What follows belongs to an exercise in optimizing a design on an open flow for small area; a production flow would make more cautious choices. Function was checked by simulation only, so behaviour that the tests miss may differ from the original. Power is estimated from default activity; no workload was simulated.

==> zinc: inputs <==
==> flow/design.v <==
module top(reset,clk,ps2clk,ps2data,hsync,vsync, Rout, Gout, Bout,pwm);
input reset,clk;
input ps2clk,ps2data;
output hsync,vsync,pwm;
output [2:0] Rout,Gout,Bout;
reg [1:0] q;
wire tick = &q;
always @(posedge clk or posedge reset)
  if (reset) q <= 2'd0;
  else       q <= q + 2'd1;
reg [9:0]  p;
reg [11:0] k;
reg        b;
wire       p_end = p[9] & p[6] & p[5] & p[4];           
wire       step  = tick & p_end;
wire [9:0] pn = p + {9'd0, tick};
wire [12:0] kn = {1'b0, k} + {12'd0, step};
wire       k_wrap = kn[12];
always @(posedge clk or posedge reset)
  if (reset) begin
    p <= 10'd0; k <= 12'd96; b <= 1'b0;
  end else begin
    p <= pn & ~({10{step}} & 10'b1001110001);
    k <= kn[11:0] | {5'd0, k_wrap, k_wrap, 5'd0};
    if (k_wrap) b <= ~b;
  end
reg [9:0] h;
reg [8:0] v;
wire h_end = h[9] & h[8] & h[5];                       
wire v_end = v[8] & v[7] & v[6] & v[0];                
wire hw = tick & h_end;
wire [9:0] hn = h + {9'd0, tick};
wire [8:0] vn = v + {8'd0, hw};
always @(posedge clk or posedge reset)
  if (reset) begin
    h <= 10'd0; v <= 9'd0;
  end else begin
    h <= hn & ~({10{hw}} & 10'b1100100001);
    v <= vn & ~({9{hw & v_end}} & 9'b111000010);
  end
assign hsync = ~(h >= 10'd16 && h <= 10'd111);
assign vsync = (v == 9'd12 || v == 9'd13);
wire display = (h >= 10'd475 && h <= 10'd483 && v >= 9'd241 && v <= 9'd256);
reg [3:0] s;
wire fe = s[3] & (s[2:0] == 3'd4);
always @(posedge clk or posedge reset)
  if (reset) s <= 4'd0;
  else if (tick) begin
    if (ps2clk)
      s <= s[3] ? 4'd1 : (s[2] ? 4'd4 : s + 4'd1);
    else
      s <= s[3] ? (s[2] ? 4'd0 : s + 4'd1) : (s[2] ? 4'b1001 : 4'd0);
  end
reg [8:0] sh;       
reg       par;      
reg [3:0] cnt;
reg       f0, flag;
reg [1:0] th;       
wire [7:0] d = sh[8:1];
wire fe_t   = tick & fe;
wire c10    = cnt[3] & cnt[1];                          
wire c0     = ~(cnt[3] | cnt[2] | cnt[1] | cnt[0]);
wire c_hi   = cnt[3] & (cnt[1] | cnt[0]);               
wire stop_edge = fe_t & c10;
wire good = ~sh[0] & ps2data & par;
wire key  = stop_edge & good & f0;
always @(posedge clk) begin
  if (fe_t & ~c_hi) sh <= {ps2data, sh[8:1]};
  if (fe_t & ~c10)  par <= ps2data ^ (par & ~c0);
end
always @(posedge clk or posedge reset)
  if (reset) begin
    cnt <= 4'd0; f0 <= 1'b0; flag <= 1'b0; th <= 2'd0;
  end else begin
    if (tick) flag <= key;
    if (fe_t) cnt <= c10 ? 4'd0 : cnt + 4'd1;
    if (stop_edge & good) f0 <= ~f0 & (d == 8'hF0);
    if (key)
      case (d)
        8'h2B: th <= 2'd0;
        8'h15: th <= 2'd1;
        8'h33: th <= 2'd2;
        8'h22: th <= 2'd3;
        default: ;
      endcase
  end
reg       ce;
reg [1:0] ca;
reg       dr, dg, db;
always @(posedge clk or posedge reset)
  if (reset) begin
    ce <= 1'b0; ca <= 2'd0; dr <= 1'b0; dg <= 1'b0; db <= 1'b0;
  end else if (tick & flag) begin
    case (d)
      8'h2B: begin ca <= 2'd0; ce <= 1'b1; end
      8'h15: begin ca <= 2'd1; ce <= 1'b1; end
      8'h33: begin ca <= 2'd2; ce <= 1'b1; end
      8'h22: begin ca <= 2'd3; ce <= 1'b1; end
      8'h2D: begin dr <= 1'b1; dg <= 1'b0; db <= 1'b0; end
      8'h34: begin dr <= 1'b0; dg <= 1'b1; db <= 1'b0; end
      8'h32: begin dr <= 1'b0; dg <= 1'b0; db <= 1'b1; end
      8'h44: begin dr <= 1'b0; dg <= 1'b0; db <= 1'b0; end
      8'h23: begin dr <= 1'b1; dg <= 1'b1; db <= 1'b1; end
      default: ce <= 1'b0;
    endcase
  end
reg pix;
always @* begin
  case ({ca, v[3:0], h[2:0]})
    9'd3, 9'd4, 9'd8, 9'd9, 9'd10, 9'd11, 9'd12, 9'd13,
    9'd14, 9'd15, 9'd16, 9'd17, 9'd18, 9'd19, 9'd20, 9'd21,
    9'd22, 9'd23, 9'd27, 9'd28, 9'd35, 9'd36, 9'd43, 9'd44,
    9'd51, 9'd52, 9'd59, 9'd60, 9'd64, 9'd65, 9'd66, 9'd67,
    9'd68, 9'd69, 9'd70, 9'd71, 9'd72, 9'd73, 9'd74, 9'd75,
    9'd76, 9'd77, 9'd78, 9'd79, 9'd83, 9'd84, 9'd91, 9'd92,
    9'd99, 9'd100, 9'd107, 9'd108, 9'd115, 9'd116, 9'd123, 9'd124,
    9'd129, 9'd130, 9'd134, 9'd135, 9'd142, 9'd143, 9'd144, 9'd145,
    9'd148, 9'd149, 9'd153, 9'd154, 9'd155, 9'd156, 9'd161, 9'd162,
    9'd163, 9'd164, 9'd169, 9'd170, 9'd171, 9'd172, 9'd177, 9'd178,
    9'd179, 9'd180, 9'd185, 9'd186, 9'd187, 9'd188, 9'd193, 9'd194,
    9'd195, 9'd196, 9'd201, 9'd202, 9'd203, 9'd204, 9'd209, 9'd210,
    9'd211, 9'd212, 9'd217, 9'd218, 9'd219, 9'd220, 9'd225, 9'd226,
    9'd227, 9'd228, 9'd233, 9'd234, 9'd235, 9'd236, 9'd241, 9'd242,
    9'd243, 9'd244, 9'd248, 9'd249, 9'd252, 9'd253, 9'd257, 9'd258,
    9'd259, 9'd260, 9'd265, 9'd266, 9'd267, 9'd268, 9'd273, 9'd274,
    9'd275, 9'd276, 9'd281, 9'd282, 9'd283, 9'd284, 9'd289, 9'd290,
    9'd291, 9'd292, 9'd297, 9'd298, 9'd299, 9'd300, 9'd305, 9'd306,
    9'd307, 9'd308, 9'd313, 9'd314, 9'd315, 9'd316, 9'd320, 9'd321,
    9'd322, 9'd323, 9'd324, 9'd325, 9'd326, 9'd327, 9'd328, 9'd329,
    9'd330, 9'd331, 9'd332, 9'd333, 9'd334, 9'd335, 9'd337, 9'd338,
    9'd339, 9'd340, 9'd345, 9'd346, 9'd347, 9'd348, 9'd353, 9'd354,
    9'd355, 9'd356, 9'd361, 9'd362, 9'd363, 9'd364, 9'd369, 9'd370,
    9'd371, 9'd372, 9'd377, 9'd378, 9'd379, 9'd380, 9'd385, 9'd386,
    9'd387, 9'd388, 9'd393, 9'd394, 9'd395, 9'd396, 9'd401, 9'd402,
    9'd403, 9'd404, 9'd409, 9'd410, 9'd411, 9'd412, 9'd416, 9'd417,
    9'd420, 9'd421, 9'd424, 9'd425, 9'd428, 9'd429, 9'd432, 9'd433,
    9'd436, 9'd437, 9'd445, 9'd446, 9'd447, 9'd453, 9'd454, 9'd455,
    9'd461, 9'd462, 9'd463, 9'd469, 9'd470, 9'd471, 9'd472, 9'd476,
    9'd477, 9'd479, 9'd480, 9'd484, 9'd485, 9'd487, 9'd488, 9'd489,
    9'd492, 9'd493, 9'd497, 9'd498, 9'd499, 9'd500, 9'd505, 9'd506,
    9'd507, 9'd508: pix = 1'b1;
    default: pix = 1'b0;
  endcase
end
reg serial;                  
always @(posedge clk)
  if (tick) serial <= display & ce & pix;
reg ro, go, bo;
wire flash = dr & dg;
always @(posedge clk or posedge reset)
  if (reset) begin
    ro <= 1'b0; go <= 1'b0; bo <= 1'b0;
  end else if (tick) begin
    ro <= display & serial & (flash ? b : ~(dg | db));
    go <= display & serial & (flash ? b : ~(dr | db));
    bo <= display & serial & (flash ? b : ~(dr | dg));
  end
assign Rout = {3{ro}};
assign Gout = {3{go}};
assign Bout = {3{bo}};
reg [9:0] c;
wire cw = step & c[9] & c[8] & c[5];                   
wire [9:0] cn = c + {9'd0, step};
always @(posedge clk or posedge reset)
  if (reset) c <= 10'd0;
  else c <= cn & ~({10{cw}} & 10'b1100100001);
wire [6:0] cl = c[6:0];
reg lt;
always @* case (th)
  2'd0: lt = cl < 7'd41;
  2'd1: lt = cl < 7'd51;
  2'd2: lt = cl < 7'd61;
  default: lt = cl < 7'd81;
endcase
assign pwm = ~(c[9] | c[8] | c[7]) & lt;
endmodule
==> flow/flow/run.sh <==
#!/bin/bash
# Standard synthesis, then an area re-mapping of its combinational logic
# (proven equal before use), then the standard ORFS layout with small port
# buffers and a small clock tree.
set -euo pipefail
R=orfs/results/sky130hd/top/base
LIB=$FLOW_HOME/platforms/sky130hd/lib/sky130_fd_sc_hd__tt_025C_1v80.lib
bash standard.sh synth > synth.log 2>&1
cp $R/1_2_yosys.v std.v
sed "s|@LIB@|$LIB|g" flow/reopt.ys > reopt_run.ys
sed "s|@LIB@|$LIB|g" flow/equiv.ys > equiv_run.ys
if yosys -q -l reopt.log reopt_run.ys > reopt_out.log 2>&1 && \
   yosys -q -l equiv.log equiv_run.ys > equiv_out.log 2>&1; then
  cp reopt.v $R/1_2_yosys.v
  rm -f $R/1_synth.odb $R/1_synth.sdc
  bash standard.sh synth > synth2.log 2>&1
fi
bash standard.sh \
  REMOVE_ABC_BUFFERS=1 \
  BUFFER_PORTS_ARGS="-buffer_cell sky130_fd_sc_hd__buf_1" \
  CTS_ARGS="-sink_clustering_enable -sink_clustering_size 30 -sink_clustering_max_diameter 100 -buf_list sky130_fd_sc_hd__clkbuf_8 -dont_use_dummy_load -repair_clock_nets" \
  finish > finish.log 2>&1
==> flow/flow/area.abc <==
strash
&get -n
&deepsyn -T 30
&dch -f
&nf -a -R 1000
&put
topo
==> flow/flow/equiv.ys <==
# Prove the re-mapped netlist equal to the standard one, register by register.
read_liberty -ignore_miss_func @LIB@
read_verilog std.v
rename top gold
read_verilog reopt.v
rename top gate
hierarchy -check
check -assert gate
rename -hide gold/w:_*_ gold/c:_*_ gate/w:_*_ gate/c:_*_
flatten gold gate
async2sync
opt_clean
equiv_make gold gate eq
hierarchy -top eq
equiv_simple -seq 1
equiv_induct
equiv_status -assert
==> flow/flow/reopt.ys <==
# Re-map the combinational logic of the standard synthesis for area.
# Registers (and their names and cell types) are kept as they are.
read_liberty -ignore_miss_func @LIB@
read_verilog std.v
hierarchy -top top
blackbox sky130_fd_sc_hd__df* sky130_fd_sc_hd__edf*
flatten
opt -purge
abc -liberty @LIB@ -dont_use sky130_fd_sc_hd__lpflow_bleeder_1 -dont_use sky130_fd_sc_hd__lpflow_clkbufkapwr_1 -dont_use sky130_fd_sc_hd__lpflow_clkbufkapwr_16 -dont_use sky130_fd_sc_hd__lpflow_clkbufkapwr_2 -dont_use sky130_fd_sc_hd__lpflow_clkbufkapwr_4 -dont_use sky130_fd_sc_hd__lpflow_clkbufkapwr_8 -dont_use sky130_fd_sc_hd__lpflow_clkinvkapwr_1 -dont_use sky130_fd_sc_hd__lpflow_clkinvkapwr_16 -dont_use sky130_fd_sc_hd__lpflow_clkinvkapwr_2 -dont_use sky130_fd_sc_hd__lpflow_clkinvkapwr_4 -dont_use sky130_fd_sc_hd__lpflow_clkinvkapwr_8 -dont_use sky130_fd_sc_hd__lpflow_decapkapwr_12 -dont_use sky130_fd_sc_hd__lpflow_decapkapwr_3 -dont_use sky130_fd_sc_hd__lpflow_decapkapwr_4 -dont_use sky130_fd_sc_hd__lpflow_decapkapwr_6 -dont_use sky130_fd_sc_hd__lpflow_decapkapwr_8 -dont_use sky130_fd_sc_hd__lpflow_inputiso0n_1 -dont_use sky130_fd_sc_hd__lpflow_inputiso0p_1 -dont_use sky130_fd_sc_hd__lpflow_inputiso1n_1 -dont_use sky130_fd_sc_hd__lpflow_inputiso1p_1 -dont_use sky130_fd_sc_hd__lpflow_inputisolatch_1 -dont_use sky130_fd_sc_hd__lpflow_isobufsrc_1 -dont_use sky130_fd_sc_hd__lpflow_isobufsrc_16 -dont_use sky130_fd_sc_hd__lpflow_isobufsrc_2 -dont_use sky130_fd_sc_hd__lpflow_isobufsrc_4 -dont_use sky130_fd_sc_hd__lpflow_isobufsrc_8 -dont_use sky130_fd_sc_hd__lpflow_isobufsrckapwr_16 -dont_use sky130_fd_sc_hd__lpflow_lsbuf_lh_hl_isowell_tap_1 -dont_use sky130_fd_sc_hd__lpflow_lsbuf_lh_hl_isowell_tap_2 -dont_use sky130_fd_sc_hd__lpflow_lsbuf_lh_hl_isowell_tap_4 -dont_use sky130_fd_sc_hd__lpflow_lsbuf_lh_isowell_4 -dont_use sky130_fd_sc_hd__lpflow_lsbuf_lh_isowell_tap_1 -dont_use sky130_fd_sc_hd__lpflow_lsbuf_lh_isowell_tap_2 -dont_use sky130_fd_sc_hd__lpflow_lsbuf_lh_isowell_tap_4 -dont_use sky130_fd_sc_hd__probe_p_8 -dont_use sky130_fd_sc_hd__probec_p_8  -script flow/area.abc
opt_clean -purge
setundef -zero
splitnets
opt_clean -purge
hilomap -singleton -hicell sky130_fd_sc_hd__conb_1 HI -locell sky130_fd_sc_hd__conb_1 LO
insbuf -buf sky130_fd_sc_hd__buf_1 A X
opt_clean -purge
stat -liberty @LIB@
select top
write_verilog -selected -noattr -nohex -nodec reopt.v
==> flow/standard.sh <==
#!/bin/bash
# synth_recipe.tcl (not shown) runs the flow's synth.tcl, then flattens the netlist and writes it again
# the make line also repeats each setting of config.mk as NAME=value (left out here)
make -C /OpenROAD-flow-scripts/flow DESIGN_CONFIG=/design/flow/config.mk WORK_HOME=/design/flow/orfs CLKGATE_MAP_FILE= SYNTH_SCRIPT=/design/flow/synth_recipe.tcl "${@:-finish}"
==> flow/config.mk <==
export PLATFORM = sky130hd
export DESIGN_NAME = top
export DESIGN_NICKNAME = top
export VERILOG_FILES = /design/flow/design.v
export SDC_FILE = /design/flow/constraint.sdc
export NUM_CORES = 4
export LEC_CHECK = 0
export CAP_MARGIN = 20
export CORE_MARGIN = 2
export CORE_UTILIZATION = 40
export SLEW_MARGIN = 20
==> flow/constraint.sdc <==
create_clock -name core_clock -period 10.0 [get_ports {clk}]
set_input_delay 2.0000 -clock core_clock [delete_from_list [all_inputs] [get_ports {clk}]]
set_output_delay 2.0000 -clock core_clock [all_outputs]
set_load 0.01 [all_outputs]
==> garnet: changes against zinc <==
==> flow/flow/run.sh (replaced) <==
#!/bin/bash
# Standard ORFS flow with smaller port buffers and a smaller clock tree.
set -euo pipefail
bash standard.sh synth > synth.log 2>&1
bash standard.sh \
  REMOVE_ABC_BUFFERS=1 \
  BUFFER_PORTS_ARGS="-buffer_cell sky130_fd_sc_hd__buf_1" \
  CTS_ARGS="-sink_clustering_enable -sink_clustering_size 30 -sink_clustering_max_diameter 100 -buf_list sky130_fd_sc_hd__clkbuf_8 -dont_use_dummy_load -repair_clock_nets" \
  finish > finish.log 2>&1
removed: flow/flow/area.abc
removed: flow/flow/equiv.ys
removed: flow/flow/reopt.ys
==> comparison <==
Between garnet and zinc, the lower synthesized area is in zinc (gap about 17%, measured against zinc). Between garnet and zinc, the lower register-to-register slack is in zinc (gap 0.61 ns). Utilization: zinc is higher than garnet (1.5 points). Between zinc and garnet, the lower power is in zinc (gap 0.81%, measured against garnet). Count of clock-buffer cells in the layout is the same in garnet and zinc. In clock power, garnet and zinc hardly differ. In garnet the global-route usage is higher than in zinc, by 0.058 points.
==> figures <==
	zinc	garnet
Status	finished clean	finished clean
Cell count after synthesis	376	436
Sequential share of power	64.1%	63.7%
Biggest fanout along the worst timing path	6	7
Startpoint of the tightest hold check path	f0	q[0]
Wire length on met2	3150 um	3810 um
Destination of the worst hold path	f0	q[0]
Switching power share of the total	21.8%	21.8%
Total length of routed wires	6860 um	8030 um
Die span in y	102 um	110 um
Sum of internal, switching and leakage power	0.569 mW	0.574 mW
Cell count of the worst reg-to-reg path	9	6
Post-route met1 wirelength	3390 um	3880 um
Avg Inst Size Synth	10.2 um2	10.3 um2
Non-Clock Buffer Count	18	17

## separate check: timing with driven ports
The results above use ideal ports. As a check the final layouts listed here were re-extracted and re-timed, cells and wires unchanged. Step 1 (the two cells are an assumption about what drives the block):
set clk [get_ports {clk}]
set_driving_cell -lib_cell sky130_fd_sc_hd__clkbuf_16 $clk
set_driving_cell -lib_cell sky130_fd_sc_hd__buf_2 [delete_from_list [all_inputs] $clk]
Step 2, shift: input delay + t, output delay - t, t = (earliest + latest rising clock arrival at the registers) / 2. This alone moves slack from input paths to output paths. Slacks: ideal / step 1 / step 2; pairs: ideal / step 1.
| run | shift t [ns] | setup slack, ns | hold slack, ns | worst slew at a driven data input, ns |
|---|---|---|---|---|
| zinc | 0.375 | 6.265 / 6.231 / 6.606 | 0.469 / 0.469 / 0.469 | 0.03 |
| garnet | 0.367 | 6.231 / 6.201 / 6.568 | 0.429 / 0.429 / 0.429 | 0.03 |
After both steps setup and hold are still met in every run listed.
